From an optimization exercise on the open Yosys and OpenROAD flow, aimed at small area; shortcuts taken in it are not production practice. In this exercise RTL edits were held to simulation tests only and were not proved equivalent to the original.

==> wip/violet: inputs <==
==> flow/design.v (excerpt) <==
module gpr (
	input wire clk,
	input wire reset,
	input wire[4:0] rd_addr_0,
	output wire[31:0] rd_data_0,
	input wire[4:0] rd_addr_1,
	output wire[31:0] rd_data_1,
	input wire we_,
	input wire[4:0] wr_addr,
	input wire[31:0] wr_data
);
==> module gpr_rdbit, before the edit <==
module gpr_rdbit (
	input wire [31:0] sel,
	input wire [31:0] d,
	output wire y
);
	wire [10:0] n;
	wire o0, o1, o2;
	genvar g;
	generate
		for (g = 0; g < 10; g = g + 1) begin : g_aoi
			gpr_aoi222 u (.a1(sel[3*g]), .a2(d[3*g]), .b1(sel[3*g+1]), .b2(d[3*g+1]),
			              .c1(sel[3*g+2]), .c2(d[3*g+2]), .y(n[g]));
		end
	endgenerate
	gpr_nand4 u_n0 (.a(n[0]), .b(n[1]), .c(n[2]), .d(n[3]), .y(o0));
	gpr_aoi221 u_last (.a1(sel[30]), .a2(d[30]), .b1(sel[31]), .b2(d[31]), .c1(o0), .y(n[10]));
	gpr_nand4 u_n1 (.a(n[4]), .b(n[5]), .c(n[6]), .d(n[7]), .y(o1));
	gpr_nand3 u_n2 (.a(n[8]), .b(n[9]), .c(n[10]), .y(o2));
	gpr_or2 u_o (.a(o1), .b(o2), .y(y));
endmodule
==> module gpr_aoi221, before the edit <==
module gpr_aoi221 (input wire a1, a2, b1, b2, c1, output wire y);
	assign y = ~((a1 & a2) | (b1 & b2) | c1);
endmodule
==> module gpr_or2, before the edit <==
module gpr_or2 (input wire a, b, output wire y);
	assign y = a | b;
endmodule
==> module gpr, before the edit <==
module gpr (
	input wire clk,
	input wire reset,
	input wire[4:0] rd_addr_0,
	output wire[31:0] rd_data_0,
	input wire[4:0] rd_addr_1,
	output wire[31:0] rd_data_1,
	input wire we_,
	input wire[4:0] wr_addr,
	input wire[31:0] wr_data
);
localparam N = 32;
localparam W = 32;
wire wen = (we_ == 1'b0);
reg [N*W-1:0] regs;
reg [N-1:0] valid;
wire [3:0] wlo, rlo_0, rlo_1;
wire [7:0] whi, rhi_0, rhi_1;
genvar j;
generate
	for (j = 0; j < 4; j = j + 1) begin : g_lo
		assign wlo[j]   = wen && (wr_addr[1:0] == j);
		assign rlo_0[j] = (rd_addr_0[1:0] == j);
		assign rlo_1[j] = (rd_addr_1[1:0] == j);
	end
	for (j = 0; j < 8; j = j + 1) begin : g_hi
		assign whi[j]   = (wr_addr[4:2] == j);
		assign rhi_0[j] = (rd_addr_0[4:2] == j);
		assign rhi_1[j] = (rd_addr_1[4:2] == j);
	end
endgenerate
localparam G = 1;         
localparam GW = W / G;     
wire [N-1:0] valid_nxt;
wire [G*N-1:0] row_we, row_hold, sel_0, sel_1;
genvar r, b, h;
generate
	for (r = 0; r < N; r = r + 1) begin : g_row
		assign valid_nxt[r] = valid[r] | (wlo[r%4] & whi[r/4]);
		for (h = 0; h < G; h = h + 1) begin : g_grp
			gpr_nand2 u_hold (.a(wlo[r%4]), .b(whi[r/4]), .y(row_hold[h*N+r]));
			gpr_inv u_we (.a(row_hold[h*N+r]), .y(row_we[h*N+r]));
			gpr_and3 u_s0 (.a(rlo_0[r%4]), .b(rhi_0[r/4]), .c(valid_nxt[r]), .y(sel_0[h*N+r]));
			gpr_and3 u_s1 (.a(rlo_1[r%4]), .b(rhi_1[r/4]), .c(valid_nxt[r]), .y(sel_1[h*N+r]));
		end
		always @(posedge clk or posedge reset) begin
			if (reset == 1'b1) valid[r] <= 1'b0;
			else valid[r] <= valid_nxt[r];
		end
	end
	for (b = 0; b < W; b = b + 1) begin : g_col
		localparam HB = (b / GW) * N;
		wire [N-1:0] col;   
		for (r = 0; r < N; r = r + 1) begin : g_bit
			gpr_ao22 u_hold (.a1(row_we[HB+r]), .a2(wr_data[b]), .b1(row_hold[HB+r]), .b2(regs[r*W+b]), .y(col[r]));
			always @(posedge clk) regs[r*W+b] <= col[r];
		end
		gpr_rdbit u_rd0 (.sel(sel_0[HB+N-1:HB]), .d(col), .y(rd_data_0[b]));
		gpr_rdbit u_rd1 (.sel(sel_1[HB+N-1:HB]), .d(col), .y(rd_data_1[b]));
	end
endgenerate
endmodule
==> module gpr_nand2, before the edit <==
module gpr_nand2 (input wire a, b, output wire y);
	assign y = ~(a & b);
endmodule
==> module gpr_inv, before the edit <==
module gpr_inv (input wire a, output wire y);
	assign y = ~a;
endmodule
==> module gpr_and3, before the edit <==
module gpr_and3 (input wire a, b, c, output wire y);
	assign y = a & b & c;
endmodule
export LEC_CHECK = 0
export CAP_MARGIN = 20
export CORE_MARGIN = 2
export CORE_UTILIZATION = 50
export SLEW_MARGIN = 20
export SYNTH_HIERARCHICAL = 1
export SYNTH_MINIMUM_KEEP_SIZE = 0
create_clock -name core_clock -period 9.0 [get_ports {clk}]
standard.sh (not shown) runs the stock make flow with config.mk's settings and CLKGATE_MAP_FILE= SYNTH_SCRIPT=/design/flow/synth_recipe.tcl, a recipe that flattens the netlist after the stock synthesis.
==> flow/flow/run.sh <==
#!/bin/bash
# The standard layout, with these changes:
#  - after synthesis, every combinational cell is set to the smallest drive
#    strength of its family (downsize.tcl); placement repair sizes up or
#    buffers what needs more drive. Flip-flops keep their synthesized types;
#  - ports are buffered with the smallest buffer (buf_1);
#  - clock tree synthesis uses larger sink clusters and inserts no dummy loads.
set -euo pipefail
ARGS=(
  BUFFER_PORTS_ARGS="-buffer_cell sky130_fd_sc_hd__buf_1"
  CTS_ARGS="-sink_clustering_enable -repair_clock_nets -dont_use_dummy_load -buf_list sky130_fd_sc_hd__clkbuf_16 -sink_clustering_size 24 -sink_clustering_max_diameter 80"
)
bash standard.sh "${ARGS[@]}" synth > synth.log 2>&1
R=orfs/results/sky130hd/gpr/base
PLATFORM_DIR="$FLOW_HOME/platforms/sky130hd" ODB_IN=$R/1_synth.odb ODB_OUT=$R/1_synth.odb \
  openroad -no_init -exit flow/downsize.tcl > downsize.log 2>&1
bash standard.sh "${ARGS[@]}" finish > layout.log 2>&1
==> flow/flow/downsize.tcl <==
# Set every combinational cell of the synthesized netlist to the smallest
# drive strength of its cell family (same function and pins); flip-flops and
# other sequential cells keep the type synthesis gave them. The placement
# repair then sizes up or buffers whatever needs more drive.
set P $::env(PLATFORM_DIR)
read_lef $P/lef/sky130_fd_sc_hd.tlef
read_lef $P/lef/sky130_fd_sc_hd_merged.lef
read_db $::env(ODB_IN)
set db [ord::get_db]
array set best {}
foreach lib [$db getLibs] {
  foreach m [$lib getMasters] {
    set n [$m getName]
    if {![regexp {^(sky130_fd_sc_hd__[a-z0-9]+)_([0-9]+)$} $n -> fam drv]} continue
    if {[string match *lpflow* $n] || [string match *probe* $n]} continue
    set a [expr {[$m getWidth] * [$m getHeight]}]
    if {![info exists best($fam)] || $a < [lindex $best($fam) 1] || ($a == [lindex $best($fam) 1] && $drv == 1)} {
      set best($fam) [list $m $a]
    }
  }
}
set n 0
foreach inst [[ord::get_db_block] getInsts] {
  set m [$inst getMaster]
  set name [$m getName]
  if {![regexp {^(sky130_fd_sc_hd__[a-z0-9]+)_([0-9]+)$} $name -> fam drv]} continue
  if {[regexp {^sky130_fd_sc_hd__(df|dl|sdf|edf|sedf|conb|tap|fill|decap|clkdly|dlygate|dlymetal)} $name]} continue
  if {![info exists best($fam)]} continue
  set bm [lindex $best($fam) 0]
  if {[$bm getName] ne $name} {
    $inst swapMaster $bm
    incr n
  }
}
puts "downsize: swapped $n cells"
write_db $::env(ODB_OUT)
==> wip/juniper: changes against wip/violet <==
--- a/flow/design.v
+++ b/flow/design.v
@@ -68,5 +68,4 @@
 );
 	wire [10:0] n;
-	wire o0, o1, o2;
 	genvar g;
 	generate
@@ -76,15 +75,16 @@
 		end
 	endgenerate
+	gpr_aoi22 u_last (.a1(sel[30]), .a2(d[30]), .b1(sel[31]), .b2(d[31]), .y(n[10]));
+	wire o0, o1, o2;
 	gpr_nand4 u_n0 (.a(n[0]), .b(n[1]), .c(n[2]), .d(n[3]), .y(o0));
-	gpr_aoi221 u_last (.a1(sel[30]), .a2(d[30]), .b1(sel[31]), .b2(d[31]), .c1(o0), .y(n[10]));
 	gpr_nand4 u_n1 (.a(n[4]), .b(n[5]), .c(n[6]), .d(n[7]), .y(o1));
 	gpr_nand3 u_n2 (.a(n[8]), .b(n[9]), .c(n[10]), .y(o2));
-	gpr_or2 u_o (.a(o1), .b(o2), .y(y));
+	gpr_or3 u_o (.a(o0), .b(o1), .c(o2), .y(y));
 endmodule
 module gpr_aoi222 (input wire a1, a2, b1, b2, c1, c2, output wire y);
 	assign y = ~((a1 & a2) | (b1 & b2) | (c1 & c2));
 endmodule
-module gpr_aoi221 (input wire a1, a2, b1, b2, c1, output wire y);
-	assign y = ~((a1 & a2) | (b1 & b2) | c1);
+module gpr_aoi22 (input wire a1, a2, b1, b2, output wire y);
+	assign y = ~((a1 & a2) | (b1 & b2));
 endmodule
 module gpr_nand2 (input wire a, b, output wire y);
@@ -106,5 +106,5 @@
 	assign y = ~(a & b & c);
 endmodule
-module gpr_or2 (input wire a, b, output wire y);
-	assign y = a | b;
+module gpr_or3 (input wire a, b, c, output wire y);
+	assign y = a | b | c;
 endmodule
--- a/flow/flow/run.sh
+++ b/flow/flow/run.sh
@@ -9,5 +9,5 @@
 ARGS=(
   BUFFER_PORTS_ARGS="-buffer_cell sky130_fd_sc_hd__buf_1"
-  CTS_ARGS="-sink_clustering_enable -repair_clock_nets -dont_use_dummy_load -buf_list sky130_fd_sc_hd__clkbuf_16 -sink_clustering_size 24 -sink_clustering_max_diameter 80"
+  CTS_ARGS="-sink_clustering_enable -repair_clock_nets -dont_use_dummy_load -buf_list sky130_fd_sc_hd__clkbuf_16 -sink_clustering_size 26 -sink_clustering_max_diameter 100"
 )
 bash standard.sh "${ARGS[@]}" synth > synth.log 2>&1
==> wip/indigo: changes against wip/violet <==
==> flow/design.v (replaced) <==
	`default_nettype none
module gpr (
	input wire clk,
	input wire reset,
	input wire[4:0] rd_addr_0,
	output wire[31:0] rd_data_0,
	input wire[4:0] rd_addr_1,
	output wire[31:0] rd_data_1,
	input wire we_,
	input wire[4:0] wr_addr,
	input wire[31:0] wr_data
);
localparam N = 32;
localparam W = 32;
wire wen = (we_ == 1'b0);
reg [N*W-1:0] regs;
reg [N-1:0] valid;
wire byp_0 = wen && (wr_addr == rd_addr_0);
wire byp_1 = wen && (wr_addr == rd_addr_1);
wire [N:0] sel_0 = {byp_0, ({{(N-1){1'b0}}, 1'b1} << rd_addr_0) & valid & {N{~byp_0}}};
wire [N:0] sel_1 = {byp_1, ({{(N-1){1'b0}}, 1'b1} << rd_addr_1) & valid & {N{~byp_1}}};
wire [N-1:0] row_we;
wire [N-1:0] row_hold;
genvar r, b;
generate
	for (r = 0; r < N; r = r + 1) begin : g_row
		assign row_we[r] = wen && (wr_addr == r);
		assign row_hold[r] = ~row_we[r];
		for (b = 0; b < W; b = b + 1) begin : g_bit
			wire d;
			gpr_ao22 u_hold (.a1(row_we[r]), .a2(wr_data[b]), .b1(row_hold[r]), .b2(regs[r*W+b]), .y(d));
			always @(posedge clk) regs[r*W+b] <= d;
		end
		always @(posedge clk or posedge reset) begin
			if (reset == 1'b1) valid[r] <= 1'b0;
			else if (row_we[r]) valid[r] <= 1'b1;
		end
	end
	for (b = 0; b < W; b = b + 1) begin : g_col
		wire [N:0] col;
		for (r = 0; r < N; r = r + 1) begin : g_c
			assign col[r] = regs[r*W+b];
		end
		assign col[N] = wr_data[b];
		gpr_rdbit u_rd0 (.sel(sel_0), .d(col), .y(rd_data_0[b]));
		gpr_rdbit u_rd1 (.sel(sel_1), .d(col), .y(rd_data_1[b]));
	end
endgenerate
endmodule
module gpr_rdbit (
	input wire [32:0] sel,
	input wire [32:0] d,
	output wire y
);
	wire [10:0] n;
	genvar g;
	generate
		for (g = 0; g < 11; g = g + 1) begin : g_aoi
			gpr_aoi222 u (.a1(sel[3*g]), .a2(d[3*g]), .b1(sel[3*g+1]), .b2(d[3*g+1]),
			              .c1(sel[3*g+2]), .c2(d[3*g+2]), .y(n[g]));
		end
	endgenerate
	wire o0, o1, o2;
	gpr_nand4 u_n0 (.a(n[0]), .b(n[1]), .c(n[2]), .d(n[3]), .y(o0));
	gpr_nand4 u_n1 (.a(n[4]), .b(n[5]), .c(n[6]), .d(n[7]), .y(o1));
	gpr_nand3 u_n2 (.a(n[8]), .b(n[9]), .c(n[10]), .y(o2));
	gpr_or3 u_o (.a(o0), .b(o1), .c(o2), .y(y));
endmodule
module gpr_aoi222 (input wire a1, a2, b1, b2, c1, c2, output wire y);
	assign y = ~((a1 & a2) | (b1 & b2) | (c1 & c2));
endmodule
module gpr_ao22 (input wire a1, a2, b1, b2, output wire y);
	assign y = (a1 & a2) | (b1 & b2);
endmodule
module gpr_nand4 (input wire a, b, c, d, output wire y);
	assign y = ~(a & b & c & d);
endmodule
module gpr_nand3 (input wire a, b, c, output wire y);
	assign y = ~(a & b & c);
endmodule
module gpr_or3 (input wire a, b, c, output wire y);
	assign y = a | b | c;
endmodule
==> flow/flow/run.sh (replaced) <==
#!/bin/bash
# The standard layout, with two changes:
#  - ports are buffered with the smallest buffer (buf_1);
#  - clock tree synthesis uses small clock buffers and inserts no dummy loads.
set -euo pipefail
bash standard.sh \
  BUFFER_PORTS_ARGS="-buffer_cell sky130_fd_sc_hd__buf_1" \
  CTS_ARGS="-sink_clustering_enable -repair_clock_nets -dont_use_dummy_load -buf_list {sky130_fd_sc_hd__clkbuf_4 sky130_fd_sc_hd__clkbuf_8}" \
  finish > standard_flow.log 2>&1
removed: flow/flow/downsize.tcl
==> run_results.csv <==
group,metric,value,unit
clocking,htreeDepth,4,
sta,finalCritPeriodShare,0.850,
outcome,status,"finished clean",
setup_path,cpMaxStageDelayCell,"buf_4",
synth,synthesis.area,40400,um^2
(the above is from wip/indigo)
==> run_results.csv <==
group,metric,value,unit
clocking,htreeDepth,2,
synth,avgSynthCellArea,12.3,um^2
synth,synthesis.area,39900,um^2
outcome,status,"finished clean",
sta,finalCritPeriodShare,0.902,
power_and_ir_drop,p_per_area,236,nW/um^2
(the above is from wip/violet)
==> run_results.csv <==
group,metric,value,unit
outcome,status,"finished clean",
synth,synthesis.area,39800,um^2
power_and_ir_drop,p_sw_frac,0.288,
sta,finalCritPeriodShare,0.864,
sta,grt_setup_unrepaired,"no",
setup_path,cpMaxStageDelayCell,"nand4_1",
clocking,htreeDepth,2,
(the above is from wip/juniper)

==> separate check: timing with driven ports <==
How much do the figures lean on ideal ports? The routed layouts below were timed once more, with nothing changed but the port constraints.
Step 1 sets driving cells, clkbuf_16 on the clock port and buf_2 on the other inputs (assumed; they add their load-dependent delay and slew).
Step 2 times the ports against the registers' clock, not the clock port: input delays grow and output delays shrink by t, the midpoint of the rising clock arrivals with the driver on.
Three values: no drivers, after step 1, after step 2; two values: the first two.
| run | t, ns | slack for setup (ns) | latest minus earliest clock arrival (ns) |
|---|---|---|---|
| wip/violet | 0.710 | 0.886 / 0.860 / 0.860 | 0.064 / 0.065 |
| wip/juniper | 0.706 | 1.225 / 1.201 / 1.201 | 0.060 / 0.060 |
| wip/indigo | 0.904 | 1.352 / 1.267 / 1.267 | 0.078 / 0.077 |
After both steps setup and hold are still met in every run listed. For wip/indigo, which loses most, drivers alone change the setup slack by -0.085 ns; drivers and shift together by -0.085 ns.
